From an optimization exercise on the open Yosys and OpenROAD flow, aimed at small area and a short achievable clock period; shortcuts taken in it are not production practice. At most, simulation tests tie the RTL to the original design; equivalence was not proved. No functional check of the RTL was part of runs 2 to 4.

==> design/flow/design.v <==
`timescale 1ns / 1ps
module Control(
    input [1:0] instruction,
	 output RegDst,
    output RegWrite,
    output ALUSrc,
    output Branch,
    output MemRead,
    output MemWrite,
    output MemtoReg,
    output ALUOP
    );
	wire op1 = instruction[1];
	wire op0 = instruction[0];
	assign RegDst = ~op1 & ~op0;
	assign RegWrite = ~op1;
	assign ALUSrc = (~op1 & op0)|(op1 & ~op0);
	assign Branch = op1 & op0;
	assign MemRead = ~op1 & op0;
	assign MemWrite =op1 & ~op0;
	assign MemtoReg = op0;
	assign ALUOP = ~op1 & ~op0;
endmodule
`timescale 1ns / 1ps
module ALU(
    input [7:0] Readdata1,
    input [7:0] Readdata2,
	 input ALUOP,
    output [7:0] output_data
    );
	 assign output_data = Readdata1 + Readdata2;
endmodule
`timescale 1ns / 1ps
module PC(
    input branch,
    input [7:0] add,
    input clk,
	 input clr,
	 output reg [7:0] counter 
    );
    always@(posedge clk or posedge clr)
    begin
			if (clr == 1)
				begin
						counter = 8'b00000000;  
				end
				else begin
						if (branch == 1) begin
							counter = counter + add + 8'b00000001;  
						end
						else begin
							counter = counter + 8'b00000001;  
						end
			end
		end
endmodule
`timescale 1ns / 1ps
module registers(
	input clr,
	input clk,
	input RegWrite,
	input [1:0] rs,
	input [1:0] rt,
	input [1:0] writeRegister,
	input [7:0] writeData,
	output [7:0] output_data1,
	output [7:0] output_data2
	);
	reg[7:0] data1;
	reg[7:0] data2;
	reg[7:0] data3;
	reg[7:0] data4;
	assign output_data1 = (rs == 2'b00) ? data1:
				(rs == 2'b01) ? data2:
				(rs == 2'b10) ? data3:
				data4;
	assign output_data2 = (rt == 2'b00) ? data1:
				(rt == 2'b01) ? data2:
				(rt == 2'b10)? data3:
				data4;
	always @(posedge clk or posedge clr) 
		begin
			if (clr)
				begin
					data1 = 8'b00000000;
					data2 = 8'b00000000;
					data3 = 8'b00000000;
					data4 = 8'b00000000;
				end
			else if (RegWrite) begin
				case (writeRegister)
					2'b00: data1 = writeData;
					2'b01: data2 = writeData;
					2'b10: data3 = writeData;
					2'b11: data4 = writeData;
				endcase
			end
		end
	endmodule
`timescale 1ns / 1ps
module data_memory(
    input clk,
    input clr,
    input MemWrite,
    input MemRead,
    input [7:0] Address,
    input [7:0] WriteData,
    output [7:0] ReadData
    );
	 integer i;
	reg [7:0] mem [31:0]; 
	assign ReadData = (MemRead && Address < 32) ? mem[Address[4:0]] : 0;
	always @(posedge clk or posedge clr) begin
		 if (clr) begin
				for(i = 0; i < 16; i= i+ 1)
					begin
						mem[i] = i;
						mem[i + 16] = -i;
					end
		 end
		 else begin
			  if (MemWrite && Address < 32) begin
						mem[Address[4:0]] = WriteData;
					end
			  end
		 end
endmodule
`timescale 1ns / 1ps
module Signextend(
    input [1:0] instruction,
    output [7:0] extended
    );
	assign extended = (instruction == 2'b00) ? 8'b00000000:
							(instruction == 2'b01) ? 8'b00000001:
							(instruction == 2'b10) ? 8'b11111110:
							  8'b11111111;
endmodule
`timescale 1ns / 1ps
module bcd_to_7(
    input [3:0] bcd,
    output reg[6:0] seg
    );
	always@(bcd) begin
		case(bcd)
			4'd0: seg <= 7'b0111111;
			4'd1: seg <= 7'b0000110;
			4'd2: seg <= 7'b1011011;
			4'd3: seg <= 7'b1001111;
			4'd4: seg <= 7'b1100110;
			4'd5: seg <= 7'b1101101;
			4'd6: seg <= 7'b1111101;
			4'd7: seg <= 7'b0000111;
			4'd8: seg <= 7'b1111111;
			4'd9: seg <= 7'b1101111;
			4'd10: seg <= 7'b1110111;
			4'd11: seg <= 7'b1111100;
			4'd12: seg <= 7'b0111001;
			4'd13: seg <= 7'b1011110;
			4'd14: seg <= 7'b1111001;
			4'd15: seg <= 7'b1110001;
		endcase
	end
endmodule
`timescale 1ns / 1ps
module Microprocessor(
    input clk_in,
	 input clr,
	 input [7:0] instruction,
	 output [7:0] counter2,
	 output [6:0] seg1,
	 output [6:0] seg2,
	 output [6:0] seg3,
	 output [6:0] seg4,
	 output [6:0] seg5,
	 output [6:0] seg6
    );
	 wire [7:0] counter;
	 assign counter2 = counter - 1;
	 wire RegDst;
    wire RegWrite;
    wire ALUSrc;
    wire Branch;
    wire MemRead;
    wire MemWrite;
    wire MemtoReg;
    wire ALUOP;
	 wire [1:0] WriteRegister;
	 wire [7:0] writeData;
	 wire clk;
	 wire [7:0] read_data1;
	 wire [7:0] read_data2;
	 wire [7:0] alu_res;
	 wire [7:0] data_out;
	 wire [7:0] value;
	 wire [7:0] display;
	 assign value = MemtoReg ? data_out : alu_res;
	 assign display = MemWrite ? read_data2 : value;
	 wire [7:0] extended;
	 assign clk = clk_in;
	 PC T1(.branch(Branch),.add(extended), .clk(clk), .clr(clr), .counter(counter));
	 Control T3(.instruction(instruction[7:6]), .RegDst(RegDst), .RegWrite(RegWrite), .ALUSrc(ALUSrc), .Branch(Branch),.MemRead(MemRead), .MemWrite(MemWrite), .MemtoReg(MemtoReg), .ALUOP(ALUOP));
	 registers T4(.clr(clr), .clk(clk), .RegWrite(RegWrite), .rs(instruction[5:4]), .rt(instruction[3:2]), .writeRegister(RegDst?instruction[1:0]:instruction[3:2]), .writeData(value), .output_data1(read_data1), .output_data2(read_data2)); 
	 bcd_to_7 T6(.bcd(display[7:4]), .seg(seg1));
	 bcd_to_7 T7(.bcd(display[3:0]), .seg(seg2));
	 bcd_to_7 T00(.bcd(counter[7:4]), .seg(seg3));
	 bcd_to_7 T01(.bcd(counter[3:0]), .seg(seg4));
	 bcd_to_7 T02(.bcd(alu_res[7:4]), .seg(seg5));
	 bcd_to_7 T03(.bcd(alu_res[3:0]), .seg(seg6));
	 Signextend T8(.instruction(instruction[1:0]), .extended(extended));
	 ALU T10(.Readdata1(read_data1), .Readdata2(ALUSrc?extended:read_data2), .ALUOP(ALUOP), .output_data(alu_res));
	 data_memory T11(.clk(clk), .clr(clr), .MemWrite(MemWrite), .MemRead(MemRead), .Address(alu_res), .WriteData(read_data2), .ReadData(data_out));
	 endmodule
==> design/flow/run.sh <==
#!/bin/bash
# synth_recipe.tcl (not shown) runs the flow's synth.tcl, then flattens the netlist and writes it again
# the make line also repeats each setting of config.mk as NAME=value (left out here)
make -C /OpenROAD-flow-scripts/flow DESIGN_CONFIG=/design/flow/config.mk WORK_HOME=/design/flow/orfs CLKGATE_MAP_FILE= SYNTH_SCRIPT=/design/flow/synth_recipe.tcl finish
==> design/flow/config.mk <==
export PLATFORM = sky130hd
export DESIGN_NAME = Microprocessor
export DESIGN_NICKNAME = Microprocessor
export VERILOG_FILES = /design/flow/design.v
export SDC_FILE = /design/flow/constraint.sdc
export NUM_CORES = 4
export LEC_CHECK = 0
export CAP_MARGIN = 20
export CORE_MARGIN = 2
export CORE_UTILIZATION = 40
export SETUP_SLACK_MARGIN = 3.0
export SLEW_MARGIN = 20
==> design/flow/constraint.sdc <==
create_clock -name core_clock -period 9.0 [get_ports {clk_in}]
set_input_delay 1.8000 -clock core_clock [delete_from_list [all_inputs] [get_ports {clk_in}]]
set_output_delay 1.8000 -clock core_clock [all_outputs]
set_load 0.01 [all_outputs]
==> results of run 1 <==
-- cell usage in the layout, fill, tap and decap left out, types with 22 or more instances in the layout --
master	Yosys	layout
o21ai_0	119	106
buf_6	3	62
clkdlybuf4s50_1	0	23
buf_12	0	25
dfstp_2	124	124
ha_1	57	31
nand3_1	46	45
clkbuf_16	0	37
mux2i_1	35	29
nand2_1	172	170
a21oi_1	97	80
dfrtp_1	172	172
buf_2	36	28
nor2_1	112	101
a22oi_1	33	22
ha_4	0	22
buf_4	7	274
inv_1	45	27
mux2_2	212	210
-- worst min-delay path, stage by stage, from the launching register on --
cell and delay (ns):
dfrtp_1 0.34, nand2_1 0.04, o21ai_0 0.06
-- sequential cells by signal, indices dropped and copies added (netlist names) --
register	flops
T1.counter	8
T11.mem	256
T4.data1	8
T4.data2	8
T4.data3	8
T4.data4	8
-- timing repair --
action / CTS / global route
cloned: 1 / 1
pin swaps: 61 / 51
resized for setup: 298 / 128
endpoints found under the setup margin: 240 / 101
setup buffers: 92 / 32
-- layer usage --
layer  track usage  share of wire  up-vias
li1              -              -     6637
met1        0.3783           0.43     7536
met2        0.4510           0.47      645
met3       0.04520          0.072      151
met4       0.09981          0.035        0
met5             0              0        -
-- area by class of cell --
class	instances	area, um2
clock buffers	46	998.5
clock inverters	18	221.5
fillers	3508	18580
inverters	47	191.4
multi-input cells	1179	10040
flip-flops and latches	296	7562
well taps	539	674.4
repair buffers	428	3871
-- final timing paths --
kind / cells after the start / startpoint / end / slack (ns)
worst max-delay path: 22 / instruction[3] / seg1[3] / 0.76
worst min-delay path: 2 / T11.mem[4][6]$_DFFE_PP0P_ / T11.mem[4][6]$_DFFE_PP0P_ / 0.48
worst max register to register: 21 / T4.data4[0]$_DFFE_PP0P_ / T11.mem[12][4]$_DFFE_PP0P_ / 3.97
worst min register to register: 2 / T11.mem[4][6]$_DFFE_PP0P_ / T11.mem[4][6]$_DFFE_PP0P_ / 0.48
max in group asynchronous: 4 / clr / T11.mem[5][7]$_DFFE_PP0P_ / 5.79
min in group asynchronous: 3 / clr / T11.mem[30][0]$_DFFE_PP0P_ / 1.87
-- cell families after synthesis --
kind of cell	count (synthesis)	synth area share
flip-flops	296	0.4419
AND/OR/NAND/NOR	416	0.1092
AO/OA/AOI/OAI	416	0.1606
multiplexers	266	0.1850
adder cells (fa/ha/maj)	59	0.04401
buffers and inverters	185	0.04606
XOR/XNOR	22	0.01323
-- per-stage QoR --
step | TNS, ns | worst slack (ns)
floorplan | 0 | 0.5649
finish | 0 | 0.7632
global placement | -5.161 | -0.5688
detailed placement | -6.125 | -0.6224
global route | 0 | 0.5951
CTS | 0 | 0.8628
==> qor.yml, run 1 <==
clk_pin_slew_ns: 0.06
crit_required_ns: 7.20
ant_nets: 0
synth_area_per_cell_um2: 10.31
maxCapViolCount: 0
gp_congestion: 0.9860
fin_area_um2: 23560
status: "complete, no violations"
slew_violations: 0
io_pins: 60
finalSetupViolations: 0
area_growth_pct: 37.66
drive_above_1_share: 0.5104
yosys_warnings: 5
placed_area_um2: 20130
max_stage_delay_ns: 0.51
synthCells: 1660
crit_buf_inv: 9
finalCriticalPeriod_ns: 8.237
crit_top_cell: "ha_4"
yosysMostFrequentCell: "mux2_2"
crit_chain: "buf_8 -> mux4_2 -> mux2_4 -> ha_4 -> inv_4 -> fa_2 -> ha_4 -> buf_12 -> buf_4 -> and2_4 -> buf_8 -> buf_6 -> nand3_1 -> o211ai_1 -> a221oi_4 -> a31oi_4 -> o31ai_4 -> buf_4 -> ha_4 -> mux4_2 -> inv_2 -> buf_6"
track_usage: 0.2785
cts-buffers-inserted: 35
antenna_found_initial: 1
vias: 14970
rsz0062_at_grt: "true"
core.rowCount: 75
ys_ff_latch: 296
cts_tree: "built"
path_class: "in -> out"
gr-total-overflow: 0
cpMaxStageDelayCell: "fa_2"
synth_edf_count: 0
synth_top_area_share: 0.2515
die_h_um: 210.8
die-area_um2: 44460
drt-pass1-iter-count: 6
cp-start-kind: "input port"
syn_area_um2: 17110
holdCritPathClass: "reg -> reg"
crit_family: "multiplexers"
cp-end-kind: "output pin"
worst_slew_pin_slew_ns: 0.8834
fin_cells: 2553
cts_hold_buf: 0
cts.path.max_buffers: 3
grt_pass1_wl_um: 94150
cts_root_buffer: "clkbuf_16"
initial_core_util: 0.4062
relSlewSlack: 0.4111
crit_fanout: 6
ys.flop_type: "dfrtp_1"
synth.area.top_cells: "dfrtp_1 25%, dfstp_2 19%, mux2_2 14%"
grt_pass1_vias: 15250
nets: 2056
wire_per_inst_um: 24.24
hold_violations: 0
ys_types: 90
dp_hpwl_um: 42100
n_antenna_cell: 0
dieWidth_um: 210.8
port_buffers: 59
grt_max_degree: 158
holdWs_ns: 0.4782
clock_latency_ns: 0.53
clock-skew-final_ns: 0.02604
drc: 0
cts_num_sinks: 296
dp.cells: 2363
fin_util: 0.5591
yosysSeqAreaShare: 0.4419
drt-total-wl_um: 61890
synth_common_cells: "212 x mux2_2, 172 x dfrtp_1, 172 x nand2_1, 124 x dfstp_2, 119 x o21ai_0"
core_um2: 42130
fin_crit_sh: 0.9152
syn-num-nets: 1729
max_freq_ghz: 0.1214
synth_top_area_cell: "dfrtp_1"
viasPerCell: 5.863
cts.htree.levels: 2
drtIter0Drc: 1397
critPathArrivalTime_ns: 6.44
async_flop_share: 1.000
==> run 2: changes to the inputs <==
==> design/flow/design.v (replaced) <==
module bcd_to_7(
    input  [3:0] bcd,
    output reg [6:0] seg
    );
  always @(*) begin
    case (bcd)
      4'd0:  seg = 7'b0111111;
      4'd1:  seg = 7'b0000110;
      4'd2:  seg = 7'b1011011;
      4'd3:  seg = 7'b1001111;
      4'd4:  seg = 7'b1100110;
      4'd5:  seg = 7'b1101101;
      4'd6:  seg = 7'b1111101;
      4'd7:  seg = 7'b0000111;
      4'd8:  seg = 7'b1111111;
      4'd9:  seg = 7'b1101111;
      4'd10: seg = 7'b1110111;
      4'd11: seg = 7'b1111100;
      4'd12: seg = 7'b0111001;
      4'd13: seg = 7'b1011110;
      4'd14: seg = 7'b1111001;
      default: seg = 7'b1110001;
    endcase
  end
endmodule
module Microprocessor(
    input        clk_in,
    input        clr,
    input  [7:0] instruction,
    output [7:0] counter2,
    output [6:0] seg1,
    output [6:0] seg2,
    output [6:0] seg3,
    output [6:0] seg4,
    output [6:0] seg5,
    output [6:0] seg6
    );
  wire [1:0] op = instruction[7:6];
  wire [1:0] rs = instruction[5:4];
  wire [1:0] rt = instruction[3:2];
  wire [1:0] fi = instruction[1:0];
  wire [7:0] imm = {{6{fi[1]}}, fi};
  wire op_add  = (op == 2'b00);
  wire op_load = (op == 2'b01);
  wire op_st   = (op == 2'b10);
  wire op_br   = (op == 2'b11);
  reg [7:0] pc;
  reg [7:0] r0, r1, r2, r3;
  reg [255:0] mem;
  reg [7:0] ra, rb;
  always @(*) begin
    case (rs)
      2'd0: ra = r0;
      2'd1: ra = r1;
      2'd2: ra = r2;
      default: ra = r3;
    endcase
    case (rt)
      2'd0: rb = r0;
      2'd1: rb = r1;
      2'd2: rb = r2;
      default: rb = r3;
    endcase
  end
  wire [7:0] alu = ra + ((op_load | op_st) ? imm : rb);
  wire inrange = (alu[7:5] == 3'b000);
  reg [7:0] mrd;
  integer k;
  always @(*) begin
    mrd = 8'd0;
    for (k = 0; k < 32; k = k + 1)
      if (alu[4:0] == k) mrd = mem[k*8 +: 8];
  end
  wire [7:0] ld = (op_load & inrange) ? mrd : 8'd0;
  wire [7:0] value = op[0] ? ld : alu;
  wire [7:0] disp = op_st ? rb : value;
  wire [1:0] wreg = op_add ? fi : rt;
  wire       rwe  = ~op[1];
  always @(posedge clk_in or posedge clr) begin
    if (clr) begin
      pc <= 8'd0;
      r0 <= 8'd0;
      r1 <= 8'd0;
      r2 <= 8'd0;
      r3 <= 8'd0;
    end else begin
      pc <= pc + (op_br ? imm : 8'd0) + 8'd1;
      if (rwe && wreg == 2'd0) r0 <= value;
      if (rwe && wreg == 2'd1) r1 <= value;
      if (rwe && wreg == 2'd2) r2 <= value;
      if (rwe && wreg == 2'd3) r3 <= value;
    end
  end
  genvar gi;
  generate
    for (gi = 0; gi < 32; gi = gi + 1) begin : g_mem
      localparam [7:0] RV = (gi < 16) ? gi : (8'd0 - (gi - 16));
      always @(posedge clk_in or posedge clr) begin
        if (clr)
          mem[gi*8 +: 8] <= RV;
        else if (op_st && inrange && alu[4:0] == gi)
          mem[gi*8 +: 8] <= rb;
      end
    end
  endgenerate
  assign counter2 = pc - 8'd1;
  bcd_to_7 u_seg1(.bcd(disp[7:4]), .seg(seg1));
  bcd_to_7 u_seg2(.bcd(disp[3:0]), .seg(seg2));
  bcd_to_7 u_seg3(.bcd(pc[7:4]),   .seg(seg3));
  bcd_to_7 u_seg4(.bcd(pc[3:0]),   .seg(seg4));
  bcd_to_7 u_seg5(.bcd(alu[7:4]),  .seg(seg5));
  bcd_to_7 u_seg6(.bcd(alu[3:0]),  .seg(seg6));
endmodule
--- a/design/flow/config.mk
+++ b/design/flow/config.mk
@@ -8,5 +8,5 @@
 export CAP_MARGIN = 20
 export CORE_MARGIN = 2
 export CORE_UTILIZATION = 40
-export SETUP_SLACK_MARGIN = 3.0
+export SETUP_SLACK_MARGIN = 0
 export SLEW_MARGIN = 20
==> run 2 against run 1 <==
Against the previous run: still clean on timing, DRC and antenna; register-to-register slack worse by 0.28 ns; utilization decreased by 3.7 points; synthesized area increased by 2.9%; count of clock-buffer cells in the layout up 2; die area increased by 2.8%; first-iteration DRC count down 1.0%; via count is 1.2% higher; critical path type unchanged.
==> qor.yml, run 2 <==
drt-pass1-iter-count: 5  # was 6
core_um2: 43270  # was 42130 um2
cp-end-kind: "output pin"  # unchanged
slew_violations: 0  # unchanged
max_freq_ghz: 0.1124  # was 0.1214 GHz
grt_max_degree: 188  # was 158
drc: 0  # unchanged
crit_fanout: 15  # was 6
drtIter0Drc: 1383  # was 1397
yosys_warnings: 2  # was 5
crit_family: "adder cells"  # was multiplexers
worst_slew_pin_slew_ns: 0.7607  # was 0.8834 ns
cts-buffers-inserted: 36  # was 35
path_class: "in -> out"  # unchanged
holdCritPathClass: "reg -> reg"  # unchanged
cts.path.max_buffers: 3  # unchanged
fin_area_um2: 22580  # was 23560 um2
finalCriticalPeriod_ns: 8.897  # was 8.237 ns
yosysSeqAreaShare: 0.4295  # was 0.4419
critPathArrivalTime_ns: 7.10  # was 6.44 ns
cts_tree: "built"  # unchanged
yosysMostFrequentCell: "mux2_2"  # unchanged
max_stage_delay_ns: 0.61  # was 0.51 ns
viasPerCell: 5.925  # was 5.863
final_common_cell: "buf_4"  # unchanged
gp_congestion: 0.9987  # was 0.9860
synth_area_per_cell_um2: 10.60  # was 10.31 um2
nFillCells: 3850  # was 3508
track_usage: 0.2779  # was 0.2785
cts_root_buffer: "clkbuf_16"  # unchanged
initial_core_util: 0.4069  # was 0.4062
largest_reg_flops: 256  # unchanged
cts_num_sinks: 296  # unchanged
synth_top_area_cell: "dfrtp_1"  # unchanged
fin_crit_sh: 0.9885  # was 0.9152
hold_violations: 0  # unchanged
syn_area_um2: 17610  # was 17110 um2
synthCells: 1661  # was 1660
final_cell_mix: "289 x buf_4, 259 x mux2_2, 172 x dfrtp_1"  # was 274 x buf_4, 210 x mux2_2, 172 x dfrtp_1
relSlewSlack: 0.4929  # was 0.4111
ys_types: 88  # was 90
drt-total-wl_um: 62490  # was 61890 um
area_growth_pct: 28.24  # was 37.66%
finalSetupViolations: 0  # unchanged
ys.flop_type: "dfrtp_1"  # unchanged
grt_pass1_wl_um: 95340  # was 94150 um
crit_top_cell: "ha_4"  # unchanged
ant_nets: 0  # unchanged
clock-skew-final_ns: 0.03324  # was 0.02604 ns
drive_above_1_share: 0.4584  # was 0.5104
synth_top_area_share: 0.2445  # was 0.2515
placed_area_um2: 20810  # was 20130 um2
startpoint: "instruction[6]"  # was instruction[3]
crit_required_ns: 7.20  # about the same
cts.htree.levels: 2  # unchanged
reg2reg_slack_ns: 3.69  # was 3.97 ns
io_pins: 60  # unchanged
r2r_end: "r0[7]$_DFFE_PP0P_"  # was T11.mem[12][4]$_DFFE_PP0P_
critPathCapture: "seg1[2]"  # was seg1[3]
grt_pass1_vias: 15450  # was 15250
synth_common_cells: "262 x mux2_2, 172 x dfrtp_1, 124 x dfstp_2, 118 x a21oi_1, 118 x nand2_1"  # was 212 x mux2_2, 172 x dfrtp_1, 172 x nand2_1, 124 x dfstp_2, 119 x o21ai_0
die-area_um2: 45710  # was 44460 um2
core.rowCount: 76  # was 75
multi_input_area_um2: 9789  # was 10040 um2
cpMaxStageDelayCell: "fa_2"  # unchanged
syn-num-nets: 1730  # was 1729
vias: 15150  # was 14970
critical_path_depth: 22  # unchanged
die_h_um: 213.8  # was 210.8 um
synth.area.top_cells: "dfrtp_1 24%, dfstp_2 19%, mux2_2 17%"  # was dfrtp_1 25%, dfstp_2 19%, mux2_2 14%
status: "complete, no violations"  # unchanged
maxCapViolCount: 0  # unchanged
dieWidth_um: 213.8  # was 210.8 um
synth_edf_count: 0  # unchanged
port_buffers: 59  # unchanged
nets: 2013  # was 2056
r2r_cells: 19  # was 21
ff_latch_area_um2: 7562  # unchanged
cp-start-kind: "input port"  # unchanged
dp.cells: 2477  # was 2363
ys_ff_latch: 296  # unchanged
clock_latency_ns: 0.58  # was 0.53 ns
reg2reg_from: "r3[0]$_DFFE_PP0P_"  # was T4.data4[0]$_DFFE_PP0P_
fin_cells: 2557  # was 2553
antenna_found_initial: 0  # was 1
async_flop_share: 1.000  # unchanged
clk_pin_slew_ns: 0.06  # about the same
gr-total-overflow: 0  # unchanged
n_antenna_cell: 0  # unchanged
wire_per_inst_um: 24.44  # was 24.24 um
crit_buf_inv: 6  # was 9
crit_chain: "clkdlybuf4s50_1 -> clkinv_2 -> ha_4 -> mux2_2 -> ha_2 -> fa_2 -> inv_4 -> ha_4 -> buf_12 -> buf_4 -> nand3b_1 -> mux2i_1 -> o31ai_2 -> a41oi_2 -> nor3_1 -> o211a_1 -> o32a_1 -> mux2_4 -> ha_1 -> nor3_2 -> a21oi_1 -> dlygate4sd2_1"  # was buf_8 -> mux4_2 -> mux2_4 -> ha_4 -> inv_4 -> fa_2 -> ha_4 -> buf_12 -> buf_4 -> and2_4 -> buf_8 -> buf_6 -> nand3_1 -> o211ai_1 -> a221oi_4 -> a31oi_4 -> o31ai_4 -> buf_4 -> ha_4 -> mux4_2 -> inv_2 -> buf_6
dp_hpwl_um: 44160  # was 42100 um
cts_hold_buf: 0  # unchanged
## run 2: cell types whose count changed after synthesis, sizes merged, moves of 20 or more
cell    before  now
nand3       47   23
mux2i       36   14
o211ai       5   28
o21ai      124   76
nand2      174  119
a21oi       98  118
a22oi       33   12
mux2       212  262
## run 2: final cells by class
| class | count | area share |
|---|---|---|
| Multi-Input combinational cell | 1187 | 0.4336 |
| Sequential cell | 296 | 0.3349 |
| Timing Repair Buffer | 366 | 0.1349 |
| Clock buffer | 48 | 0.04411 |
| Tap cell | 585 | 0.03242 |
| Inverter | 57 | 0.01025 |
| Clock inverter | 18 | 0.009864 |
## run 2: cells by family (layout without fill, tap and decap cells)
logic type | after synthesis | in the layout | share of synthesized area
adders and majority gates | 59 | 59 | 0.04278
AOI/OAI and AO/OA | 432 | 432 | 0.1667
xor gates and xnor gates | 19 | 19 | 0.009878
DFF | 296 | 296 | 0.4295
muxes | 293 | 293 | 0.1973
and+or+nand+nor | 384 | 384 | 0.1121
buffers and inverters | 178 | 489 | 0.04171
## run 2: stage by stage
| stage | TNS [ns] | util | hold WS (ns) | worst slack [ns] |
|---|---|---|---|---|
| floorplan | 0 | - | 0.4700 | 0.1634 |
| global placement | -8.690 | 0.4809 | 0.4835 | -0.7869 |
| detailed placement | -9.731 | 0.4809 | 0.4871 | -0.8634 |
| CTS | 0 | 0.5176 | 0.5005 | 0.002194 |
| global route | -0.05329 | 0.5219 | 0.5143 | -0.02058 |
| finish | 0 | 0.5219 | 0.4992 | 0.1033 |
## run 2: how the worst min path moves through the flow
stage / from / endpoint / slack [ns] / depth (start not counted)
5_1_grt: mem[23]$_DFFE_PP0P_ / mem[23]$_DFFE_PP0P_ / 0.51 / 1
4_1_cts: mem[203]$_DFFE_PP0P_ / mem[203]$_DFFE_PP0P_ / 0.50 / 1
3_5_place_dp: mem[203]$_DFFE_PP0P_ / mem[203]$_DFFE_PP0P_ / 0.49 / 1
2_1_floorplan: mem[107]$_DFFE_PP1P_ / mem[107]$_DFFE_PP1P_ / 0.47 / 2
3_3_place_gp: mem[118]$_DFFE_PP0P_ / mem[118]$_DFFE_PP0P_ / 0.48 / 1
6_report: mem[203]$_DFFE_PP0P_ / mem[203]$_DFFE_PP0P_ / 0.50 / 1
## run 2: what timing repair did
action | in CTS | in global routing
gates cloned | 0 | 0
pin swaps | 16 | 17
resized for setup | 82 | 51
endpoints found under the setup margin | 14 | 14
setup buffers | 12 | 1
## run 2: worst register-to-register path, stage by stage, from the launching register on
cell and delay (ns):
dfrtp_1 0.40, mux4_2 0.52, mux2_2 0.29, ha_2 0.20
fa_2 0.49, buf_6 0.18, ha_4 0.20, buf_12 0.15
buf_4 0.15, buf_4 0.13, or2_2 0.37, a221o_1 0.28
o21ai_0 0.39, o22ai_1 0.13, a211oi_1 0.21, buf_4 0.18
nor3_1 0.06, a21oi_1 0.19, a2bb2oi_1 0.50, a21oi_1 0.15
## run 2: metal layers
metal	routed length, um	track usage	up-vias
li1	-	-	6716
met2	28690	0.4474	636
met1	26610	0.3711	7648
met3	4584	0.05434	149
met5	0	0	-
met4	2601	0.1054	0
==> run 3: changes to the inputs <==
==> design/flow/config.mk (replaced) <==
export PLATFORM = sky130hd
export DESIGN_NAME = Microprocessor
export DESIGN_NICKNAME = Microprocessor
export VERILOG_FILES = /design/flow/design.v
export SDC_FILE = /design/flow/constraint.sdc
export NUM_CORES = 4
export LEC_CHECK = 0
export CAP_MARGIN = 0
export CORE_MARGIN = 2
export CORE_UTILIZATION = 60
export CTS_BUF_LIST = sky130_fd_sc_hd__clkbuf_4 sky130_fd_sc_hd__clkbuf_8
export GPL_TIMING_DRIVEN = 0
export SETUP_SLACK_MARGIN = 0.2
export SLEW_MARGIN = 0
==> run 3 against run 2 <==
Against the previous run: now fails the layout checks on setup timing; global-route usage grew 18 points; die area down 33%; fmax is 4.5% lower; critical path type unchanged.
==> qor.yml, run 3 <==
grt_max_degree: 46  # was 188
synth_area_per_cell_um2: 10.60  # unchanged
grt_pass1_vias: 15720  # was 15450
crit_top_cell: "buf_8"  # was ha_4
gr-total-overflow: 0  # unchanged
synth_top_area_share: 0.2445  # unchanged
crit_fanout: 9  # was 15
gp_congestion: 1.035  # was 0.9987
final_common_cell: "mux2_2"  # was buf_4
reg2reg_slack_ns: 3.45  # was 3.69 ns
slew_violations: 0  # unchanged
yosys_warnings: 2  # unchanged
cp-end-kind: "output pin"  # unchanged
wire_per_inst_um: 31.12  # was 24.44 um
core_um2: 28780  # was 43270 um2
max_freq_ghz: 0.1074  # was 0.1124 GHz
dp_hpwl_um: 46990  # was 44160 um
synthCells: 1661  # unchanged
holdWs_ns: 0.5007  # was 0.4992 ns
failed_checks: "setup timing"
synthAdderAreaFrac: 0.04278  # unchanged
ant_nets: 0  # unchanged
path_class: "in -> out"  # unchanged
cts_root_buffer: "clkbuf_8"  # was clkbuf_16
port_buffers: 57  # was 59
dieWidth_um: 175.3  # was 213.8 um
worst_slew_pin_slew_ns: 1.149  # was 0.7607 ns
yosysSeqAreaShare: 0.4295  # unchanged
cts.htree.levels: 2  # unchanged
async_flop_share: 1.000  # unchanged
fin_area_um2: 21640  # was 22580 um2
busiest_layer: "met2"  # unchanged
cts_hold_buf: 0  # unchanged
crit_required_ns: 7.20  # about the same
vias: 15990  # was 15150
final_cell_mix: "256 x mux2_2, 172 x dfrtp_1, 124 x dfstp_2"  # was 289 x buf_4, 259 x mux2_2, 172 x dfrtp_1
critPathArrivalTime_ns: 7.51  # was 7.10 ns
die_h_um: 175.3  # was 213.8 um
initial_core_util: 0.6118  # was 0.4069
dp.cells: 2110  # was 2477
met2_usage: 0.6631  # was 0.4474
clock-skew-final_ns: 0.04202  # was 0.03324 ns
hold_violations: 0  # unchanged
yosysMostFrequentCell: "mux2_2"  # unchanged
synth-compound-area-share: 0.1667  # unchanged
clock_latency_ns: 0.62  # was 0.58 ns
drt-total-wl_um: 70310  # was 62490 um
finalSetupViolations: 8  # was 0
track_usage: 0.4541  # was 0.2779
setup_ws_ns: -0.3139  # was 0.1033 ns
finalCriticalPeriod_ns: 9.314  # was 8.897 ns
drive_above_1_share: 0.4373  # was 0.4584
core.rowCount: 62  # was 76
ys.flop_type: "dfrtp_1"  # unchanged
synth_xor_xnor_area_share: 0.009878  # unchanged
preCtsSetupSlack_ns: -3.820  # was -0.8634 ns
drtIter0Drc: 2117  # was 1383
placed_area_um2: 18830  # was 20810 um2
antenna_found_initial: 3  # was 0
rsz0062_at_grt: "true"
crit_chain: "buf_8 -> buf_6 -> mux4_2 -> buf_8 -> mux2_4 -> ha_4 -> fa_2 -> inv_4 -> ha_1 -> buf_8 -> nor2b_1 -> buf_2 -> o2111a_1 -> a2111oi_1 -> nor4_2 -> nor3_1 -> o211a_1 -> o32a_1 -> mux2_4 -> inv_1 -> ha_1 -> inv_1 -> a221oi_1 -> buf_2"  # was clkdlybuf4s50_1 -> clkinv_2 -> ha_4 -> mux2_2 -> ha_2 -> fa_2 -> inv_4 -> ha_4 -> buf_12 -> buf_4 -> nand3b_1 -> mux2i_1 -> o31ai_2 -> a41oi_2 -> nor3_1 -> o211a_1 -> o32a_1 -> mux2_4 -> ha_1 -> nor3_2 -> a21oi_1 -> dlygate4sd2_1
area_growth_pct: 22.91  # was 28.24%
maxCapViolCount: 0  # unchanged
max_stage_delay_ns: 0.54  # was 0.61 ns
cts_num_sinks: 296  # unchanged
synth_common_cells: "262 x mux2_2, 172 x dfrtp_1, 124 x dfstp_2, 118 x a21oi_1, 118 x nand2_1"  # unchanged
fin_crit_sh: 1.035  # was 0.9885
ys_ff_latch: 296  # unchanged
synthMuxAreaShare: 0.1973  # unchanged
viasPerCell: 7.076  # was 5.925
ys_types: 88  # unchanged
synth_simple_gate_area_frac: 0.1121  # unchanged
cts.path.max_buffers: 3  # unchanged
drt-pass1-iter-count: 6  # was 5
nets: 1903  # was 2013
die-area_um2: 30730  # was 45710 um2
synth.area.top_cells: "dfrtp_1 24%, dfstp_2 19%, mux2_2 17%"  # unchanged
cts-buffers-inserted: 50  # was 36
clk_pin_slew_ns: 0.06  # about the same
cp-start-kind: "input port"  # unchanged
fin_cells: 2259  # was 2557
synth_edf_count: 0  # unchanged
cts_tree: "built"  # unchanged
synth_top_family_by_area: "multiplexers"  # unchanged
met1_usage: 0.5729  # was 0.3711
holdCritPathClass: "reg -> reg"  # unchanged
n_antenna_cell: 0  # unchanged
synth_top_area_cell: "dfrtp_1"  # unchanged
syn-num-nets: 1730  # unchanged
drc: 0  # unchanged
relSlewSlack: 0.2338  # was 0.4929
status: "complete, but fails checks"  # was complete, no violations
cpMaxStageDelayCell: "mux4_2"  # was fa_2
fin_util: 0.7519  # was 0.5219
grt_pass1_wl_um: 102300  # was 95340 um
syn_area_um2: 17610  # unchanged
grt_use_met3: 0.1595  # was 0.05434
largest_reg_flops: 256  # unchanged
io_pins: 60  # unchanged
## run 3: cell counts after synthesis
Identical to the previous run, type by type.
## run 3: worst paths after layout
kind                                         to  cells after the start           startpoint
setup / recovery                        seg1[4]                     24       instruction[3]
hold / removal              mem[55]$_DFFE_PP0P_                      1  mem[55]$_DFFE_PP0P_
setup reg to reg              r1[7]$_DFFE_PP0P_                     18    r3[0]$_DFFE_PP0P_
hold reg to reg             mem[55]$_DFFE_PP0P_                      1  mem[55]$_DFFE_PP0P_
max in group asynchronous  mem[232]$_DFFE_PP1P_                      6                  clr
min in group asynchronous    mem[2]$_DFFE_PP0P_                      2                  clr
## run 3: repair_timing
| item | CTS | global route |
|---|---|---|
| endpoints found under the hold margin | 0 | 0 |
| pin swaps | 31 | 16 |
| gates resized for setup | 321 | 99 |
| buffers inserted | 34 | 23 |
| endpoints found under the setup margin | 36 | 14 |
## run 3: cells by family after synthesis
kind of cell,Yosys count
multiplexers,293
XOR/XNOR,19
buffers and inverters,178
adder cells (fa/ha/maj),59
flip-flops,296
AND/OR/NAND/NOR,384
AO/OA/AOI/OAI,432
## run 3: worst max-delay path: cells and delay by family
family,cells,cell delay (ns)
compound gates,5,1.31
fa+ha+maj,4,1.11
buf+inv,9,1.46
mux,3,1.16
simple gates,3,0.64
## run 3: final cells by class
class	instances	area, um2
tap	384	480.5
buffer	120	1071
multi-input combinational	1187	9990
fill	1960	7139
clock buffer	82	1010
timing repair buffer	122	1141
sequential	296	7562
inverter	57	239.0
clock inverter	11	147.6
## run 3: metrics by stage
step | setup TNS (ns)
2_1_floorplan | 0
3_3_place_gp | -64.57
3_5_place_dp | -66.06
4_1_cts | 0
5_1_grt | -2.549
6_report | -1.318
## run 3: metal layers
layer / vias to the layer above / wire length [um]
li1: 6509 / -
met1: 7867 / 25480
met2: 1235 / 30040
met3: 370 / 9031
met4: 4 / 5723
met5: - / 30
==> run 4: changes to the inputs <==
--- a/design/flow/config.mk
+++ b/design/flow/config.mk
@@ -9,6 +9,5 @@
 export CORE_MARGIN = 2
 export CORE_UTILIZATION = 60
 export CTS_BUF_LIST = sky130_fd_sc_hd__clkbuf_4 sky130_fd_sc_hd__clkbuf_8
-export GPL_TIMING_DRIVEN = 0
 export SETUP_SLACK_MARGIN = 0.2
 export SLEW_MARGIN = 0
==> run 4 against run 3 <==
Against the previous run: now clean on timing, DRC and antenna; sequential cell count unchanged; design area increased by 1.6%; non-clock buffer count increased by 106; hold slack got worse by 0.00099 ns; count of clock-buffer cells in the layout unchanged; register-to-register slack improved by 0.36 ns; synthesized cell count unchanged; sequential share of layout area decreased by 0.56 points; largest cell class unchanged; highest routed layer is now met4.
==> qor.yml, run 4 <==
cts_num_sinks: 296  # unchanged
ys_ff_latch: 296  # unchanged
relSlewSlack: 0.1808  # was 0.2338
gp_congestion: 1.009  # was 1.035
grt_pass1_wl_um: 92490  # was 102300 um
clock-skew-final_ns: 0.03678  # was 0.04202 ns
drive_above_1_share: 0.4580  # was 0.4373
fin_util: 0.7642  # was 0.7519
rsz0062_at_grt: "false"  # was true
synthCells: 1661  # unchanged
hold_depth: 1  # unchanged
maxCapViolCount: 0  # unchanged
n_antenna_cell: 0  # unchanged
final_cell_mix: "268 x buf_4, 260 x mux2_2, 172 x dfrtp_1"  # was 256 x mux2_2, 172 x dfrtp_1, 124 x dfstp_2
yosys_warnings: 2  # unchanged
synth_top_area_share: 0.2445  # unchanged
ys_types: 88  # unchanged
ant_nets: 0  # unchanged
cts-buffers-inserted: 49  # was 50
drt-pass1-iter-count: 5  # was 6
antenna_found_initial: 0  # was 3
cp-start-kind: "input port"  # unchanged
synth_edf_count: 0  # unchanged
cts.htree.levels: 2  # unchanged
setup_tns_ns: 0  # was -1.318 ns
holdCritPathClass: "reg -> reg"  # unchanged
area_growth_pct: 24.91  # was 22.91%
cts_hold_buf: 0  # unchanged
path_class: "in -> out"  # unchanged
ys.flop_type: "dfrtp_1"  # unchanged
drtIter0Drc: 1562  # was 2117
finalCriticalPeriod_ns: 8.706  # was 9.314 ns
max_freq_ghz: 0.1149  # was 0.1074 GHz
holdWs_ns: 0.4997  # was 0.5007 ns
synth_area_per_cell_um2: 10.60  # unchanged
synth_common_cells: "262 x mux2_2, 172 x dfrtp_1, 124 x dfstp_2, 118 x a21oi_1, 118 x nand2_1"  # unchanged
die_h_um: 175.3  # unchanged
slew_violations: 0  # unchanged
cts_root_buffer: "clkbuf_8"  # unchanged
synth_top_area_cell: "dfrtp_1"  # unchanged
fin_crit_sh: 0.9673  # was 1.035
async_flop_share: 1.000  # unchanged
die-area_um2: 30730  # unchanged
crit_fanout: 10  # was 9
wire_per_inst_um: 25.54  # was 31.12 um
nets: 2008  # was 1903
critPathArrivalTime_ns: 6.91  # was 7.51 ns
grt_pass1_vias: 15630  # was 15720
core_um2: 28780  # unchanged
yosysSeqAreaShare: 0.4295  # unchanged
drt-total-wl_um: 60330  # was 70310 um
cts.path.max_buffers: 3  # unchanged
cts_tree: "built"  # unchanged
initial_core_util: 0.6118  # unchanged
gr-total-overflow: 0  # unchanged
vias: 15600  # was 15990
final_common_cell: "buf_4"  # was mux2_2
clk_pin_slew_ns: 0.06  # about the same
cp-end-kind: "output pin"  # unchanged
grt_max_degree: 165  # was 46
largest_reg_flops: 256  # unchanged
syn-num-nets: 1730  # unchanged
io_pins: 60  # unchanged
yosysMostFrequentCell: "mux2_2"  # unchanged
r2r_cells: 18  # unchanged
dieWidth_um: 175.3  # unchanged
synth.area.top_cells: "dfrtp_1 24%, dfstp_2 19%, mux2_2 17%"  # unchanged
drc: 0  # unchanged
status: "complete, no violations"  # was complete, but fails checks
worst_slew_pin_slew_ns: 1.229  # was 1.149 ns
track_usage: 0.3945  # was 0.4541
crit_required_ns: 7.20  # about the same
core.rowCount: 62  # unchanged
viasPerCell: 6.605  # was 7.076
hold_violations: 0  # unchanged
syn_area_um2: 17610  # unchanged
reg2reg_slack_ns: 3.81  # was 3.45 ns
finalSetupViolations: 0  # was 8
clock_latency_ns: 0.60  # was 0.62 ns
port_buffers: 59  # was 57
dp_hpwl_um: 42320  # was 46990 um
run 4: cell types whose count changed in the layout (fill, tap and decap cells not counted), sizes merged:
cell,change
clkbuf,-66
dlygate4sd2,+8
dlymetal6s2s,+3
clkinv,-1
clkdlybuf4s50,+1
inv,-1
bufinv,-1
buf,+160
run 4: per-layer routing:
| layer | GRT usage | wire length, um | vias to the layer above |
|---|---|---|---|
| li1 | - | - | 6716 |
| met1 | 0.5178 | 23740 | 7758 |
| met2 | 0.6325 | 27910 | 880 |
| met3 | 0.07273 | 5237 | 248 |
| met4 | 0.1958 | 3447 | 0 |
| met5 | 0 | 0 | - |
run 4: kinds of logic after synthesis:
| logic type | synth area share |
|---|---|
| simple gates | 0.1121 |
| xor+xnor | 0.009878 |
| buf+inv | 0.04171 |
| fa+ha+maj | 0.04278 |
| flops | 0.4295 |
| compound gates | 0.1667 |
| mux | 0.1973 |
run 4: cell type report:
class / instances / area (um2)
Multi-Input combinational cell: 1187 / 9704
Sequential cell: 296 / 7562
Fill cell: 1978 / 6788
Timing Repair Buffer: 348 / 2882
Clock buffer: 82 / 1022
Tap cell: 384 / 480.5
Inverter: 57 / 226.5
Clock inverter: 8 / 115.1
run 4: repair_timing:
action                                  4_1_cts  5_1_grt
gates resized for setup                     104       36
gates cloned                                  0        0
endpoints found under the setup margin       14       14
pin swaps                                    24       17
setup buffers                                14        1
run 4: critical path, stage by stage:
cell	delay (ns)
buf_4	0.10
mux4_2	0.52
mux2_4	0.30
ha_4	0.18
fa_2	0.65
inv_4	0.07
ha_4	0.18
buf_12	0.14
inv_1	0.22
buf_4	0.17
buf_4	0.16
o221ai_1	0.11
and3_1	0.20
nor4_1	0.36
buf_4	0.18
o211ai_1	0.10
buf_4	0.19
a31oi_1	0.27
mux2_2	0.34
inv_1	0.10
mux2_2	0.27
dlygate4sd2_1	0.28
run 4: final timing paths:
check	startpoint	endpoint
worst max-delay path	instruction[3]	seg2[3]
worst min-delay path	mem[30]$_DFFE_PP0P_	mem[30]$_DFFE_PP0P_
worst max register to register	r3[0]$_DFFE_PP0P_	r1[7]$_DFFE_PP0P_
worst min register to register	mem[30]$_DFFE_PP0P_	mem[30]$_DFFE_PP0P_
max in group asynchronous	clr	r2[4]$_DFFE_PP0P_
min in group asynchronous	clr	mem[46]$_DFFE_PP0P_
run 4: stage by stage:
stage	area [um2]	std cells	worst slack, ns
2_1_floorplan	17610	1661	0.2030
3_3_place_gp	20330	2257	-0.6293
3_5_place_dp	20330	2257	-0.7054
4_1_cts	21870	2361	0.2079
5_1_grt	21990	2362	0.1759
6_report	21990	2362	0.2944

[what the ideal ports hide]
In the flow no input, the clock included, has a driving cell. The finished layouts below were timed again as built, in two steps. Step 1 assumes that a clkbuf_16 drives the clock port and a buf_2 every other input. Step 2 adds t to the input delays and takes it off the output delays; t is the mean of the earliest and latest rising clock arrival at the registers after step 1. Input paths then give back, and output paths get back, about the clock's delay inside the block. Three values: ideal, step 1, step 2; two values: the first two.
run | t (ns) | setup WS [ns] | worst slew at a driven data input, ns
run 1 | 0.584 | 0.763 / 0.710 / 0.710 | 0.05
run 2 | 0.609 | 0.103 / 0.068 / 0.068 | 0.04
run 3 | 0.643 | -0.314 / -0.371 / -0.371 | 0.06
run 4 | 0.633 | 0.294 / 0.264 / 0.264 | 0.04
For run 3, which loses most, drivers alone change the setup slack by -0.057 ns; drivers and shift together by -0.057 ns.
